What follows belongs to an exercise in optimizing a design on an open flow for small area, a short achievable clock period and few clock cycles; a production flow would make more cautious choices.
At most, simulation tests tie the RTL to the original design; equivalence was not proved.

== maple ==
==> flow/design.v (excerpt) <==
module mult32x32_fast (
    input  logic        clk,
    input  logic        reset,
    input  logic        start,
    input  logic [31:0] a,
    input  logic [31:0] b,
    output logic        busy,
    output logic [63:0] product
);
For scale: about 2,200 cells after synthesis, ~130 I/O pins, about 17,000 um2 of cells after synthesis.
==> flow/config.mk <==
export PLATFORM = sky130hd
export DESIGN_NAME = mult32x32_fast
export DESIGN_NICKNAME = mult32x32_fast
export VERILOG_FILES = /design/flow/design.v
export SDC_FILE = /design/flow/constraint.sdc
export NUM_CORES = 4
export LEC_CHECK = 0
export ABC_AREA = 1
export CAP_MARGIN = 20
export CORE_MARGIN = 2
export CORE_UTILIZATION = 40
export PLACE_DENSITY = 0.6
export SLEW_MARGIN = 20
==> flow/constraint.sdc <==
create_clock -name core_clock -period 12.0 [get_ports {clk}]
set_input_delay 2.4000 -clock core_clock [delete_from_list [all_inputs] [get_ports {clk}]]
set_output_delay 2.4000 -clock core_clock [all_outputs]
set_load 0.01 [all_outputs]
run.sh (not shown) runs the stock make flow with config.mk's settings and CLKGATE_MAP_FILE= SYNTH_SCRIPT=/design/flow/synth_recipe.tcl, a recipe that flattens the netlist after the stock synthesis.
--- input diff maple..pepper ---
Settings: SETUP_SLACK_MARGIN: unset -> 5.
==> comparison <==
pepper reports its launching element of the worst setup path as b[27] while maple reports b[23].
pepper vs. maple: arrival time at the worst endpoint went down by 1.82 ns.
Area growth from synthesis to final layout in pepper is 32 points above maple.
Diff pepper..maple | maximum number of pins on one net before global-route repair | unchanged
Input-level comparison between nickel and pepper:
Settings: SETUP_SLACK_MARGIN: 5 -> 3.
==> comparison <==
pepper completed end to end with timing, DRC and antenna clean. The flow did not stop early for nickel: all stages ran, and the layout cleared the timing, design-rule and antenna checks. Measured against each other, nickel and pepper differ in overall global routing resource usage, the higher figure coming from pepper. pepper → nickel: layout overhead on the synthesized area fell 21 points. nickel: via count about 5% below pepper.
Function was not checked in any run of this note: the RTL went through the layout flow alone.

========
Another version of the RTL of mult32x32_fast (not shown whole).
For scale: about 2200 cells after synthesis, roughly 65 flip-flops.
clock: 12.0 ns
lec_check: 0
abc_area: 1
cap_margin: 20
core_margin: 2
core_utilization: 40
place_density: 0.6
setup_slack_margin: 3.5
slew_margin: 20
standard.sh (not shown) runs the stock make flow with config.mk's settings and CLKGATE_MAP_FILE= SYNTH_SCRIPT=/design/flow/synth_recipe.tcl, a recipe that flattens the netlist after the stock synthesis.
==> flow/flow/run.sh <==
#!/bin/bash
# Layout: the standard flow (standard.sh, its synthesis unchanged), with two changes:
# the ports are buffered with buf_2 cells instead of the delay buffers buffer_ports picks
# by default, and the resizer may swap a cell for one of another footprint.
# make's full output goes to standard_flow.log here; ORFS's per-step logs to orfs/logs/.
set -euo pipefail
bash standard.sh \
  "BUFFER_PORTS_ARGS=-buffer_cell sky130_fd_sc_hd__buf_2" \
  MATCH_CELL_FOOTPRINT=0 \
  finish > standard_flow.log 2>&1
Testbench counts at the start, summed over its fixed seeds: cycles 4,808.
Then changed:
==> flow/flow/run.sh (replaced) <==
#!/bin/bash
# Layout: the standard flow (standard.sh, its synthesis unchanged), with two changes:
# the ports are buffered with buf_4 cells instead of the delay buffers buffer_ports picks
# by default, and the resizer may swap a cell for one of another footprint.
# make's full output goes to standard_flow.log here; ORFS's per-step logs to orfs/logs/.
set -euo pipefail
bash standard.sh \
  "BUFFER_PORTS_ARGS=-buffer_cell sky130_fd_sc_hd__buf_4" \
  MATCH_CELL_FOOTPRINT=0 \
  finish > standard_flow.log 2>&1
Settings changed: CORE_UTILIZATION 40 to 60, PLACE_DENSITY 0.6 to 0.75, SETUP_SLACK_MARGIN 3.5 to 3.
Setup slack loses 0.51 ns.
Worst hold slack improves by 0.13 ns.
Die area fell by 33%.
First-iteration DRC count rose by 25%.
Via count went up by 0.59%.
Global-route usage rises by 11 points.
Wire length goes down by 7.7%.
Design area falls by 2.5%.
Then changed:
==> flow/flow/run.sh (replaced) <==
#!/bin/bash
# Layout: the standard flow (standard.sh, its synthesis unchanged), with two changes:
# the ports are buffered with buf_2 cells instead of the delay buffers buffer_ports picks
# by default, and the resizer may swap a cell for one of another footprint.
# make's full output goes to standard_flow.log here; ORFS's per-step logs to orfs/logs/.
set -euo pipefail
bash standard.sh \
  "BUFFER_PORTS_ARGS=-buffer_cell sky130_fd_sc_hd__buf_2" \
  MATCH_CELL_FOOTPRINT=0 \
  finish > standard_flow.log 2>&1
Settings changed: CORE_UTILIZATION 60 to 40, PLACE_DENSITY 0.75 to 0.6, SETUP_SLACK_MARGIN 3 to 4.
Result: Utilization went down by 17 points. Register-to-register slack gets better by 0.53 ns. Via count goes up by 2.0%. Count of clock-buffer cells in the layout went up by 1.
Then changed:
Settings changed: SETUP_SLACK_MARGIN 4 to 3.
The new run went through all stages and came out clean.
Routed wire length fell by 5.1%.
Via count fell by 3.8%.
Area after synthesis does not change.
Setup slack is worse by 0.81 ns.
Design area goes down by 9.9%.
Sequential share of layout area increases by 1.0 points.
First-iteration DRC count hardly moves.
Then changed:
==> flow/flow/run.sh (replaced) <==
#!/bin/bash
# Layout: the standard flow (standard.sh, its synthesis unchanged), with two changes:
# the ports are buffered with buf_4 cells instead of the delay buffers buffer_ports picks
# by default, and the resizer may swap a cell for one of another footprint.
# make's full output goes to standard_flow.log here; ORFS's per-step logs to orfs/logs/.
set -euo pipefail
bash standard.sh \
  "BUFFER_PORTS_ARGS=-buffer_cell sky130_fd_sc_hd__buf_4" \
  MATCH_CELL_FOOTPRINT=0 \
  finish > standard_flow.log 2>&1
Settings changed: SETUP_SLACK_MARGIN 3 to 4.
Outcome: Setup slack improved by 0.58 ns; final area went up by 8.5%; first-iteration DRC count went up by 16%; sequential cell count does not change; core utilization went up by 3.8 points; non-clock buffer count went up by 41; routed wire length went up by 1.1%; count of clock-buffer cells in the layout went down by 1; sequential share of layout area went down by 0.79 points; area after synthesis does not change.

========
== v48 ==
Starting RTL as in the previous note.
Settings: LEC_CHECK=0, ABC_AREA=1, CAP_MARGIN=20, CORE_MARGIN=2, CORE_UTILIZATION=40, PLACE_DENSITY=0.6, SETUP_SLACK_MARGIN=2, SLEW_MARGIN=20; clock period 12.0 ns.
run.sh (not shown) runs the stock make flow with config.mk's settings and CLKGATE_MAP_FILE= SYNTH_SCRIPT=/design/flow/synth_recipe.tcl, a recipe that flattens the netlist after the stock synthesis.
Stock flow here: none of the scripts above is used.
Testbench counts of v48, summed over its fixed seeds: cycles 4,808.
> inputs changed (v48 -> v11)
- an added CTS_BUF_LIST of sky130_fd_sc_hd__clkbuf_4 sky130_fd_sc_hd__clkbuf_8
- a change of SETUP_SLACK_MARGIN from 2 to 3.5
==> flow/flow/run.sh (new file) <==
#!/bin/bash
# Layout: the standard flow (standard.sh, its synthesis unchanged), with two changes:
# the ports are buffered with buf_2 cells instead of the delay buffers buffer_ports picks
# by default, and the resizer may swap a cell for one of another footprint.
# make's full output goes to standard_flow.log here; ORFS's per-step logs to orfs/logs/.
set -euo pipefail
bash standard.sh \
  "BUFFER_PORTS_ARGS=-buffer_cell sky130_fd_sc_hd__buf_2" \
  MATCH_CELL_FOOTPRINT=0 \
  finish > standard_flow.log 2>&1
==> flow/standard.sh (new file) <==
#!/bin/bash
# synth_recipe.tcl (not shown) runs the flow's synth.tcl, then flattens the netlist and writes it again
# the make line also repeats each setting of config.mk as NAME=value (left out here)
make -C /OpenROAD-flow-scripts/flow DESIGN_CONFIG=/design/flow/config.mk WORK_HOME=/design/flow/orfs CLKGATE_MAP_FILE= SYNTH_SCRIPT=/design/flow/synth_recipe.tcl "${@:-finish}"
removed: flow/run.sh
[summary]
Lower initial antenna violation count among v48 and v11: v48. [compare] base=v48 new=v11: routed wire length went up; fmax grew by about 16%. Diff v48 -> v11: area used by multi-input combinational logic grew by about 2%; design area moved down. Start point of the critical path = b[21]: v11; start point of the critical path = b[23]: v48.
Modified inputs, v17 compared to v11
- SETUP_SLACK_MARGIN changed from 3.5 to 3
- CTS_BUF_LIST removed (was sky130_fd_sc_hd__clkbuf_4 sky130_fd_sc_hd__clkbuf_8)
==> flow/flow/run.sh <==
#!/bin/bash
# Layout: the standard flow (standard.sh, its synthesis unchanged), with two changes:
# the ports are buffered with buf_4 cells instead of the delay buffers buffer_ports picks
# by default, and the resizer may swap a cell for one of another footprint.
# make's full output goes to standard_flow.log here; ORFS's per-step logs to orfs/logs/.
set -euo pipefail
bash standard.sh \
  "BUFFER_PORTS_ARGS=-buffer_cell sky130_fd_sc_hd__buf_4" \
  MATCH_CELL_FOOTPRINT=0 \
  finish > standard_flow.log 2>&1
Results
Of the two candidates, v11 has the better fmax and v17 the worse one.
Total via count after detailed routing improves in v17 relative to v11.
Higher global routing usage on met3 among v11 and v17: v11
There was hardly any difference in number of distinct library cells after synthesis between v11 and v17.
Going from v11 to v17, stage delay of the slowest cell on the critical path grows by 0.19 ns.
Inputs modified between v17 and v55:
==> flow/run.sh (new file) <==
#!/bin/bash
# synth_recipe.tcl (not shown) runs the flow's synth.tcl, then flattens the netlist and writes it again
# the make line also repeats each setting of config.mk as NAME=value (left out here)
make -C /OpenROAD-flow-scripts/flow DESIGN_CONFIG=/design/flow/config.mk WORK_HOME=/design/flow/orfs CLKGATE_MAP_FILE= SYNTH_SCRIPT=/design/flow/synth_recipe.tcl finish
removed: flow/flow/run.sh
removed: flow/standard.sh
[summary]
v55 finished end to end and its layout was clean on timing, DRC and antenna. v17 has lower final net count than v55. Of v17 and v55, the higher met3 wire length belongs to v55. Compared with v17, in v55 worst slack after detailed placement moved down; worst path required time moved up; register-to-register setup slack moved up. v17 → v55: starting DRC count in detailed routing now sits at about the same level. In the reports for v17 and v55, the smaller worst setup slack belongs to v17. Lower wire length goes to v17 over v55.

==> port drivers added, routing unchanged <==
In the flow no input, the clock included, has a driving cell. The finished layouts below were timed again as built, in two steps. Step 1 (the two cells are an assumption about what drives the block):
set clk [get_ports {clk}]
set_driving_cell -lib_cell sky130_fd_sc_hd__clkbuf_16 $clk
set_driving_cell -lib_cell sky130_fd_sc_hd__buf_2 [delete_from_list [all_inputs] $clk]
Step 2, shift: input delay + t, output delay - t, t = (earliest + latest rising clock arrival at the registers) / 2. This alone moves slack from input paths to output paths. Three values: ideal ports, drivers, drivers and shift; two values: the first two.
| run | shift t [ns] | setup WS [ns] | worst register clock-pin slew, ns | worst data-port slew with drivers (ns) |
|---|---|---|---|---|
| maple | 0.394 | 1.743 / 1.768 / 1.374 | 0.06 / 0.06 | 0.06 |
| pepper | 0.419 | 3.554 / 3.564 / 3.145 | 0.08 / 0.08 | 0.06 |
| nickel | 0.401 | 3.100 / 3.126 / 2.726 | 0.06 / 0.06 | 0.06 |
| the first run of note 2 | 0.419 | 3.709 / 3.740 / 3.320 | 0.07 / 0.07 | 0.04 |
| the second run of note 2 | 0.406 | 3.195 / 3.225 / 2.818 | 0.07 / 0.07 | 0.05 |
| the third run of note 2 | 0.424 | 4.098 / 4.131 / 3.707 | 0.07 / 0.07 | 0.05 |
| the fourth run of note 2 | 0.418 | 3.285 / 3.317 / 2.899 | 0.07 / 0.07 | 0.04 |
| the fifth run of note 2 | 0.433 | 3.867 / 3.885 / 3.451 | 0.09 / 0.09 | 0.05 |
| v48 | 0.419 | 2.350 / 2.378 / 1.959 | 0.07 / 0.07 | 0.05 |
| v11 | 0.448 | 3.680 / 3.707 / 3.260 | 0.09 / 0.09 | 0.04 |
| v17 | 0.432 | 3.203 / 3.227 / 2.795 | 0.09 / 0.09 | 0.05 |
| v55 | 0.420 | 3.253 / 3.282 / 2.862 | 0.07 / 0.07 | 0.05 |
After both steps every run listed still meets setup and hold. The setup slack of v11, which loses most, moves by +0.027 ns with the drivers and by -0.420 ns with both steps.
